Background: an optimization exercise with open tools, aiming at small area. Do not read the settings as production practice. Where RTL was checked, it was by simulation tests only, not by an equivalence proof against the original. Power figures rest on the tool's default switching activity, not on a simulated workload.

==> run Y: inputs <==
==> flow/design.v <==
`timescale 1ns / 1ps
module Game(
  input Clk100M,
  input rst,   
  input btnS,  
  input btnU,  
  input btnD,  
  output wire [7:0] seg,
  output wire [3:0] an
 );
localparam [4:0] C_FF = 5'd10, C_L = 5'd11, C_E = 5'd12, C_Y = 5'd13,
                 C_A = 5'd14, C_U = 5'd15, C_H = 5'd19;
reg [1:0] bcnt;    
reg [3:0] dcnt;    
reg [7:0] m;       
wire tickBtn  = (bcnt == 2'd0);
wire tickDisp = (dcnt == 4'd0);
wire tick1Hz  = tickDisp & (m == 8'd198);
always @(posedge Clk100M) begin
  if (rst) begin
    bcnt <= 2'd3;
    dcnt <= 4'd10;
    m <= 8'd255;
  end
  else begin
    bcnt <= tickBtn ? 2'd2 : bcnt - 2'd1;
    dcnt <= tickDisp ? 4'd9 : dcnt - 4'd1;
    if (tickDisp) m <= (m == 8'd199) ? 8'd0 : m + 8'd1;
  end
end
reg uL, dL, sL;    
reg uR, dR, sR;    
always @(posedge Clk100M) begin
  if (rst) begin
    uL <= 0; dL <= 0; sL <= 0;
    uR <= 0; dR <= 0; sR <= 0;
  end
  else if (tickBtn) begin
    uL <= btnU; dL <= btnD; sL <= btnS;
    uR <= btnU & ~uL; dR <= btnD & ~dL; sR <= btnS & ~sL;
  end
end
wire blipPhase = (bcnt == 2'd1);
wire upB = uR & blipPhase;
wire downB = dR & blipPhase;
wire startB = sR & blipPhase;
reg [12:0] rnd;
reg [10:0] sgc;
reg generated, special, genBit0;
reg prelimSig, startCountDown, counting, doneCounting, finished, gameSig;
reg [2:0] curCount;
reg [1:0] lvl;
reg answerSig, startGen, gpRun, gpPF, genSym;
reg [7:0] numSpecial;
reg [3:0] gameTime;
reg [4:0] gs0, gs1, gs2, gs3;    
reg apRun, postSig, aFlag, apPF;
reg [2:0] aTime;
reg ppRun, levelComplete, ppPF;
reg [2:0] pTime;
reg [7:0] userCount;
reg ucCounting;
reg difference, sCounting;
reg incLevel, lose;
reg victory, newLevel;
reg [1:0] curLevel;
reg pre, game, answer, post;
always @(posedge Clk100M) begin
  if (rst) rnd <= 13'hf;
  else rnd <= {rnd[11:0], rnd[12] ^ rnd[3] ^ rnd[2] ^ rnd[0]};
end
wire [10:0] th = curLevel[1] ? (curLevel[0] ? 11'd499 : 11'd1499) : 11'd1999;
wire genNow = genSym & (sgc >= th);
always @(posedge Clk100M) begin
  if (rst) begin
    sgc <= 0; generated <= 0; special <= 0; genBit0 <= 1;
  end
  else if (genNow) begin
    generated <= 1; sgc <= 0; genBit0 <= rnd[0]; special <= ~genBit0;
  end
  else begin
    generated <= 0; special <= 0;
    if (~&sgc) sgc <= sgc + 11'd1;
  end
end
wire lose_n = levelComplete ? difference : lose;
wire victory_n = (incLevel && curLevel == 2'd3) ? 1'b1 : victory;
wire pre_n    = prelimSig ? 1'b1 : (gameSig | answerSig | postSig) ? 1'b0 : pre;
wire game_n   = prelimSig ? 1'b0 : gameSig ? 1'b1 : (answerSig | postSig) ? 1'b0 : game;
wire answer_n = (prelimSig | gameSig) ? 1'b0 : answerSig ? 1'b1 : postSig ? 1'b0 : answer;
wire post_n   = (prelimSig | gameSig | answerSig) ? 1'b0 : postSig ? 1'b1 : post;
reg [2:0] cc_n;
reg [1:0] lvl_n;
reg fin_n;
always @* begin
  cc_n = curCount; lvl_n = lvl; fin_n = finished;
  if (tick1Hz) begin
    if (counting && curCount == 3'd6) begin
      lvl_n = curLevel; cc_n = 3'd5;
    end
    else if (counting && curCount != 3'd0) begin
      cc_n = curCount - 3'd1; fin_n = 0;
    end
    else if (counting) begin
      fin_n = 1; cc_n = 3'd6;
    end
    else fin_n = 0;
  end
end
wire [4:0] newSym = {1'b1, rnd[4:1]};
wire [4:0] gs0_n = generated ? newSym : gameSig ? {1'b0, gs0[3:0]} : gs0;
wire [4:0] gs1_n = generated ? gs0 : gameSig ? {1'b0, gs1[3:0]} : gs1;
wire [4:0] gs2_n = generated ? gs1 : gameSig ? {1'b0, gs2[3:0]} : gs2;
wire [4:0] gs3_n = generated ? gs2 : gameSig ? {1'b0, gs3[3:0]} : gs3;
wire aFlag_n = (answerSig && !apRun) ? 1'b0 : (apPF && apRun) ? aFlag : 1'b1;
always @(posedge Clk100M) begin
  if (rst) begin
    prelimSig <= 0; startCountDown <= 0; counting <= 0; doneCounting <= 0;
    finished <= 0; gameSig <= 0; curCount <= 3'd6; lvl <= 2'd0;
    answerSig <= 0; startGen <= 0; gpRun <= 0; gpPF <= 0; genSym <= 0;
    numSpecial <= 0; gameTime <= 0;
    gs0 <= 0; gs1 <= 0; gs2 <= 0; gs3 <= 0;
    apRun <= 0; postSig <= 0; aFlag <= 0; apPF <= 0; aTime <= 0;
    ppRun <= 0; levelComplete <= 0; ppPF <= 0; pTime <= 0;
    userCount <= 0; ucCounting <= 0; difference <= 0; sCounting <= 0;
    incLevel <= 0; lose <= 0; victory <= 0; newLevel <= 0; curLevel <= 2'd1;
    pre <= 0; game <= 0; answer <= 0; post <= 0;
  end
  else begin
    prelimSig <= startB | newLevel;
    startCountDown <= prelimSig;
    gameSig <= doneCounting;
    if (startCountDown && !counting) counting <= 1;
    else if (finished && counting) begin
      counting <= 0; doneCounting <= 1;
    end
    else doneCounting <= 0;
    curCount <= cc_n; lvl <= lvl_n; finished <= fin_n;
    startGen <= gameSig;
    if (gameSig) begin
      numSpecial <= 0; gpRun <= 1;
    end
    if (gpPF && gpRun) begin
      gpRun <= 0; answerSig <= 1;
    end
    else answerSig <= 0;
    if (generated && special) numSpecial <= numSpecial + 8'd1;
    gs0 <= gs0_n; gs1 <= gs1_n; gs2 <= gs2_n; gs3 <= gs3_n;
    if (tick1Hz) begin
      if (gpRun && !gpPF && gameTime < 4'd14) begin
        genSym <= 1; gameTime <= gameTime + 4'd1; gpPF <= 0;
      end
      else if (gpRun && gameTime == 4'd14) begin
        genSym <= 0; gameTime <= 4'd15;
      end
      else if (gpRun && gameTime == 4'd15) begin
        genSym <= 0; gpPF <= 1; gameTime <= 0;
      end
      else begin
        genSym <= 0; gpPF <= 0;
      end
    end
    if (answerSig && !apRun) apRun <= 1;
    else if (apPF && apRun) begin
      apRun <= 0; postSig <= 1;
    end
    else postSig <= 0;
    aFlag <= aFlag_n;
    if (tick1Hz) begin
      if (apRun && !apPF && aTime < 3'd5) begin
        aTime <= aTime + 3'd1; apPF <= 0;
      end
      else if (apRun && aTime == 3'd5) begin
        apPF <= 1; aTime <= 0;
      end
      else apPF <= 0;
    end
    if (postSig && !ppRun) ppRun <= 1;
    else if (ppPF && ppRun) begin
      ppRun <= 0; levelComplete <= 1;
    end
    else levelComplete <= 0;
    if (tick1Hz) begin
      if (ppRun && !ppPF && pTime < 3'd5) begin
        pTime <= pTime + 3'd1; ppPF <= 0;
      end
      else if (ppRun && pTime == 3'd5) begin
        ppPF <= 1; pTime <= 0;
      end
      else ppPF <= 0;
    end
    if (postSig) ucCounting <= 0;
    else if (startGen) begin
      userCount <= 0; ucCounting <= 1;
    end
    else if (upB && ucCounting) userCount <= userCount + 8'd1;
    else if (downB && ucCounting) userCount <= userCount - 8'd1;
    if (postSig) sCounting <= 0;
    if (startGen) begin
      difference <= 0; sCounting <= 1;
    end
    if (sCounting) difference <= (numSpecial != userCount);
    lose <= lose_n;
    incLevel <= levelComplete & ~difference;
    if (incLevel) begin
      if (curLevel == 2'd3) victory <= 1;
      else begin
        curLevel <= curLevel + 2'd1; newLevel <= 1;
      end
    end
    else newLevel <= 0;
    pre <= pre_n; game <= game_n; answer <= answer_n; post <= post_n;
  end
end
wire [7:0] num = answer_n ? userCount : numSpecial;
wire [7:0] q = num / 8'd10;
wire [7:0] r = num % 8'd10;
wire [4:0] tensC = (q[3:0] > 4'd9) ? C_FF : {1'b0, q[3:0]};
wire [4:0] onesC = {1'b0, r[3:0]};
wire [1:0] k = m[1:0] + 2'd1;    
reg [4:0] nxt;
always @* begin
  if (lose_n) begin
    case (k)
      2'd0: nxt = C_L;
      2'd1: nxt = 5'd0;
      2'd2: nxt = 5'd5;
      default: nxt = C_E;
    endcase
  end
  else if (victory_n) begin
    case (k)
      2'd0: nxt = C_Y;
      2'd1: nxt = C_A;
      2'd2: nxt = C_Y;
      default: nxt = C_FF;
    endcase
  end
  else if (pre_n) begin
    case (k)
      2'd0: nxt = (cc_n == 3'd6) ? C_FF : (cc_n == 3'd5) ? C_L : {2'b00, cc_n} + 5'd1;
      2'd1: nxt = (cc_n == 3'd5) ? {3'b000, lvl_n} : C_FF;
      default: nxt = C_FF;
    endcase
  end
  else if (game_n) begin
    case (k)
      2'd0: nxt = gs0_n[4] ? gs0_n : C_FF;
      2'd1: nxt = gs1_n[4] ? gs1_n : C_FF;
      2'd2: nxt = gs2_n[4] ? gs2_n : C_FF;
      default: nxt = gs3_n[4] ? gs3_n : C_FF;
    endcase
  end
  else if (answer_n) begin
    case (k)
      2'd0: nxt = aFlag_n ? tensC : C_FF;
      2'd1: nxt = aFlag_n ? onesC : C_FF;
      2'd2: nxt = C_FF;
      default: nxt = aFlag_n ? C_U : C_FF;
    endcase
  end
  else if (post_n) begin
    case (k)
      2'd0: nxt = tensC;
      2'd1: nxt = onesC;
      2'd2: nxt = C_FF;
      default: nxt = C_A;
    endcase
  end
  else begin
    case (k)
      2'd0: nxt = C_H;
      2'd1: nxt = 5'd1;
      default: nxt = C_FF;
    endcase
  end
end
reg [4:0] pend;    
reg [4:0] code;    
always @(posedge Clk100M) begin
  if (dcnt == 4'd2) pend <= nxt;
end
always @(posedge Clk100M) begin
  if (rst) code <= C_FF;
  else if (tickDisp) code <= pend;
end
reg [7:0] segR;
always @* begin
  case (code)
    5'd0:  segR = 8'b11000000;
    5'd1:  segR = 8'b11111001;
    5'd2:  segR = 8'b10100100;
    5'd3:  segR = 8'b10110000;
    5'd4:  segR = 8'b10011001;
    5'd5:  segR = 8'b10010010;
    5'd6:  segR = 8'b10000010;
    5'd7:  segR = 8'b11011000;
    5'd8:  segR = 8'b10000000;
    5'd9:  segR = 8'b10010000;
    5'd10: segR = 8'b11111111;
    5'd11: segR = 8'b11000111;
    5'd12: segR = 8'b10000110;
    5'd13: segR = 8'b10010001;
    5'd14: segR = 8'b10001000;
    5'd15: segR = 8'b11000001;
    5'd16: segR = 8'b11101010;
    5'd17: segR = 8'b11110001;
    5'd18: segR = 8'b11010110;
    5'd19: segR = 8'b10001001;
    5'd20: segR = 8'b10011110;
    5'd21: segR = 8'b11100101;
    5'd22: segR = 8'b10110110;
    5'd23: segR = 8'b10111111;
    5'd24: segR = 8'b11011010;
    5'd25: segR = 8'b11010101;
    5'd26: segR = 8'b11100110;
    5'd27: segR = 8'b10011101;
    5'd28: segR = 8'b11111000;
    5'd29: segR = 8'b10110011;
    5'd30: segR = 8'b11110100;
    default: segR = 8'b11101101;
  endcase
end
assign seg = segR;
assign an = (&m[7:3]) ? 4'b1111 : ~(4'b1000 >> m[1:0]);
endmodule
==> flow/run.sh <==
#!/bin/bash
# synth_recipe.tcl (not shown) runs the flow's synth.tcl, then flattens the netlist and writes it again
# the make line also repeats each setting of config.mk as NAME=value (left out here)
make -C /OpenROAD-flow-scripts/flow DESIGN_CONFIG=/design/flow/config.mk WORK_HOME=/design/flow/orfs CLKGATE_MAP_FILE= SYNTH_SCRIPT=/design/flow/synth_recipe.tcl finish
==> flow/config.mk <==
export PLATFORM = sky130hd
export DESIGN_NAME = Game
export DESIGN_NICKNAME = Game
export VERILOG_FILES = /design/flow/design.v
export SDC_FILE = /design/flow/constraint.sdc
export NUM_CORES = 4
export LEC_CHECK = 0
export CAP_MARGIN = 20
export CORE_MARGIN = 2
export CORE_UTILIZATION = 40
export SLEW_MARGIN = 20
==> flow/constraint.sdc <==
create_clock -name core_clock -period 10.0 [get_ports {Clk100M}]
set_input_delay 2.0000 -clock core_clock [delete_from_list [all_inputs] [get_ports {Clk100M}]]
set_output_delay 2.0000 -clock core_clock [all_outputs]
set_load 0.01 [all_outputs]
==> run G (differences from run Y) <==
--- a/flow/design.v
+++ b/flow/design.v
@@ -52,10 +52,13 @@
 reg [1:0] lvl;
-reg answerSig, startGen, gpRun, gpPF, genSym;
-reg [7:0] numSpecial;
+reg answerSig, startGen, gpRun, gpPF;
+reg [5:0] numSpecial;    
 reg [3:0] gameTime;
+wire genSym = (gameTime != 4'd0) && (gameTime != 4'd15);   
 reg [4:0] gs0, gs1, gs2, gs3;    
-reg apRun, postSig, aFlag, apPF;
-reg [2:0] aTime;
-reg ppRun, levelComplete, ppPF;
-reg [2:0] pTime;
+reg apRun, postSig, aFlag;
+reg [2:0] aTime;    
+wire apPF = aTime[2] & aTime[1];
+reg ppRun, levelComplete;
+reg [2:0] pTime;    
+wire ppPF = pTime[2] & pTime[1];
 reg [7:0] userCount;
@@ -74,12 +77,10 @@
 always @(posedge Clk100M) begin
-  if (rst) begin
-    sgc <= 0; generated <= 0; special <= 0; genBit0 <= 1;
-  end
-  else if (genNow) begin
-    generated <= 1; sgc <= 0; genBit0 <= rnd[0]; special <= ~genBit0;
-  end
-  else begin
-    generated <= 0; special <= 0;
-    if (~&sgc) sgc <= sgc + 11'd1;
-  end
+  generated <= genNow;
+  special <= genNow & ~genBit0;
+  if (genNow) sgc <= 0;
+  else if (~&sgc) sgc <= sgc + 11'd1;
+end
+always @(posedge Clk100M) begin
+  if (rst) genBit0 <= 1;
+  else if (genNow) genBit0 <= rnd[0];
 end
@@ -118,9 +119,8 @@
     prelimSig <= 0; startCountDown <= 0; counting <= 0; doneCounting <= 0;
-    finished <= 0; gameSig <= 0; curCount <= 3'd6; lvl <= 2'd0;
-    answerSig <= 0; startGen <= 0; gpRun <= 0; gpPF <= 0; genSym <= 0;
-    numSpecial <= 0; gameTime <= 0;
-    gs0 <= 0; gs1 <= 0; gs2 <= 0; gs3 <= 0;
-    apRun <= 0; postSig <= 0; aFlag <= 0; apPF <= 0; aTime <= 0;
-    ppRun <= 0; levelComplete <= 0; ppPF <= 0; pTime <= 0;
-    userCount <= 0; ucCounting <= 0; difference <= 0; sCounting <= 0;
+    finished <= 0; gameSig <= 0; curCount <= 3'd6;
+    answerSig <= 0; startGen <= 0; gpRun <= 0; gpPF <= 0;
+    gameTime <= 0;
+    apRun <= 0; postSig <= 0; aFlag <= 0; aTime <= 0;
+    ppRun <= 0; levelComplete <= 0; pTime <= 0;
+    ucCounting <= 0; sCounting <= 0;
     incLevel <= 0; lose <= 0; victory <= 0; newLevel <= 0; curLevel <= 2'd1;
@@ -137,7 +137,5 @@
     else doneCounting <= 0;
-    curCount <= cc_n; lvl <= lvl_n; finished <= fin_n;
+    curCount <= cc_n; finished <= fin_n;
     startGen <= gameSig;
-    if (gameSig) begin
-      numSpecial <= 0; gpRun <= 1;
-    end
+    if (gameSig) gpRun <= 1;
     if (gpPF && gpRun) begin
@@ -146,17 +144,11 @@
     else answerSig <= 0;
-    if (generated && special) numSpecial <= numSpecial + 8'd1;
-    gs0 <= gs0_n; gs1 <= gs1_n; gs2 <= gs2_n; gs3 <= gs3_n;
     if (tick1Hz) begin
       if (gpRun && !gpPF && gameTime < 4'd14) begin
-        genSym <= 1; gameTime <= gameTime + 4'd1; gpPF <= 0;
-      end
-      else if (gpRun && gameTime == 4'd14) begin
-        genSym <= 0; gameTime <= 4'd15;
+        gameTime <= gameTime + 4'd1; gpPF <= 0;
       end
+      else if (gpRun && gameTime == 4'd14) gameTime <= 4'd15;
       else if (gpRun && gameTime == 4'd15) begin
-        genSym <= 0; gpPF <= 1; gameTime <= 0;
-      end
-      else begin
-        genSym <= 0; gpPF <= 0;
+        gpPF <= 1; gameTime <= 0;
       end
+      else gpPF <= 0;
     end
@@ -169,9 +161,5 @@
     if (tick1Hz) begin
-      if (apRun && !apPF && aTime < 3'd5) begin
-        aTime <= aTime + 3'd1; apPF <= 0;
-      end
-      else if (apRun && aTime == 3'd5) begin
-        apPF <= 1; aTime <= 0;
-      end
-      else apPF <= 0;
+      if (apRun && aTime < 3'd5) aTime <= aTime + 3'd1;
+      else if (apRun && aTime == 3'd5) aTime <= 3'd6;
+      else if (apPF) aTime <= 3'd0;
     end
@@ -183,21 +171,10 @@
     if (tick1Hz) begin
-      if (ppRun && !ppPF && pTime < 3'd5) begin
-        pTime <= pTime + 3'd1; ppPF <= 0;
-      end
-      else if (ppRun && pTime == 3'd5) begin
-        ppPF <= 1; pTime <= 0;
-      end
-      else ppPF <= 0;
+      if (ppRun && pTime < 3'd5) pTime <= pTime + 3'd1;
+      else if (ppRun && pTime == 3'd5) pTime <= 3'd6;
+      else if (ppPF) pTime <= 3'd0;
     end
     if (postSig) ucCounting <= 0;
-    else if (startGen) begin
-      userCount <= 0; ucCounting <= 1;
-    end
-    else if (upB && ucCounting) userCount <= userCount + 8'd1;
-    else if (downB && ucCounting) userCount <= userCount - 8'd1;
+    else if (startGen) ucCounting <= 1;
     if (postSig) sCounting <= 0;
-    if (startGen) begin
-      difference <= 0; sCounting <= 1;
-    end
-    if (sCounting) difference <= (numSpecial != userCount);
+    if (startGen) sCounting <= 1;
     lose <= lose_n;
@@ -214,3 +191,15 @@
 end
-wire [7:0] num = answer_n ? userCount : numSpecial;
+always @(posedge Clk100M) begin
+  lvl <= lvl_n;
+  gs0 <= gs0_n; gs1 <= gs1_n; gs2 <= gs2_n; gs3 <= gs3_n;
+  if (gameSig) numSpecial <= 0;
+  if (generated && special) numSpecial <= numSpecial + 6'd1;
+  if (postSig) ;
+  else if (startGen) userCount <= 0;
+  else if (upB && ucCounting) userCount <= userCount + 8'd1;
+  else if (downB && ucCounting) userCount <= userCount - 8'd1;
+  if (startGen) difference <= 0;
+  if (sCounting) difference <= ({2'b00, numSpecial} != userCount);
+end
+wire [7:0] num = answer_n ? userCount : {2'b00, numSpecial};
 wire [7:0] q = num / 8'd10;
ABC_AREA = 1   (was default)
==> comparison <==
Of run G and run Y, run Y has the higher routed wire length (gap about 12%, measured against run Y). Against run G, the flip-flop and latch count of run Y is higher by 5. Run Y completed with no timing, DRC or antenna violations. Run G finished with timing, DRC and antenna clean. Of run Y and run G, run G has the higher sequential power (gap 6.6%, measured against run G). In count of clock-buffer cells in the layout, run Y and run G do not differ. Against run G, the clock power of run Y is higher by 11%.
==> figures <==
	run Y	run G
Run status	finished clean	finished clean
First DRT Iteration DRCs	385	350
Relative contribution of combinational cells to total power	0.047	0.099
Element type at the critical path end	output port	register
Peak VDD IR	97.3 uV	126 uV
Hold Startpoint	genBit0	rnd[11]
Floorplan die area	21600 um2	20000 um2
Count of clock tree sinks	146	141
Clock group total power	694 uW	625 uW
Switching power	294 uW	362 uW
Wire length the detailed router placed on met1	8920 um	7930 um
Function not checked in run G: the RTL went through the layout flow alone.

==> port drivers added, routing unchanged <==
The results above use ideal ports. As a check the final layouts listed here were re-extracted and re-timed, cells and wires unchanged.
Step 1 (the two cells are an assumption about what drives the block):
set clk [get_ports {Clk100M}]
set_driving_cell -lib_cell sky130_fd_sc_hd__clkbuf_16 $clk
set_driving_cell -lib_cell sky130_fd_sc_hd__buf_2 [delete_from_list [all_inputs] $clk]
Step 2 times the ports against the registers' clock, not the clock port: input delays grow and output delays shrink by t, the midpoint of the rising clock arrivals with the driver on.
Slacks: no drivers / after step 1 / after step 2; pairs: no drivers / after step 1.
| run | shift t [ns] | slack for setup (ns) | worst setup path after step 2 | worst data-port slew with drivers (ns) |
|---|---|---|---|---|
| run Y | 0.462 | 5.802 / 5.755 / 6.020 | input to register | 0.03 |
| run G | 0.468 | 5.948 / 5.937 / 5.551 | input to register | 0.03 |
After both steps every run listed still meets setup and hold. The setup slack of run G, which loses most, moves by -0.011 ns with the drivers and by -0.397 ns with both steps.
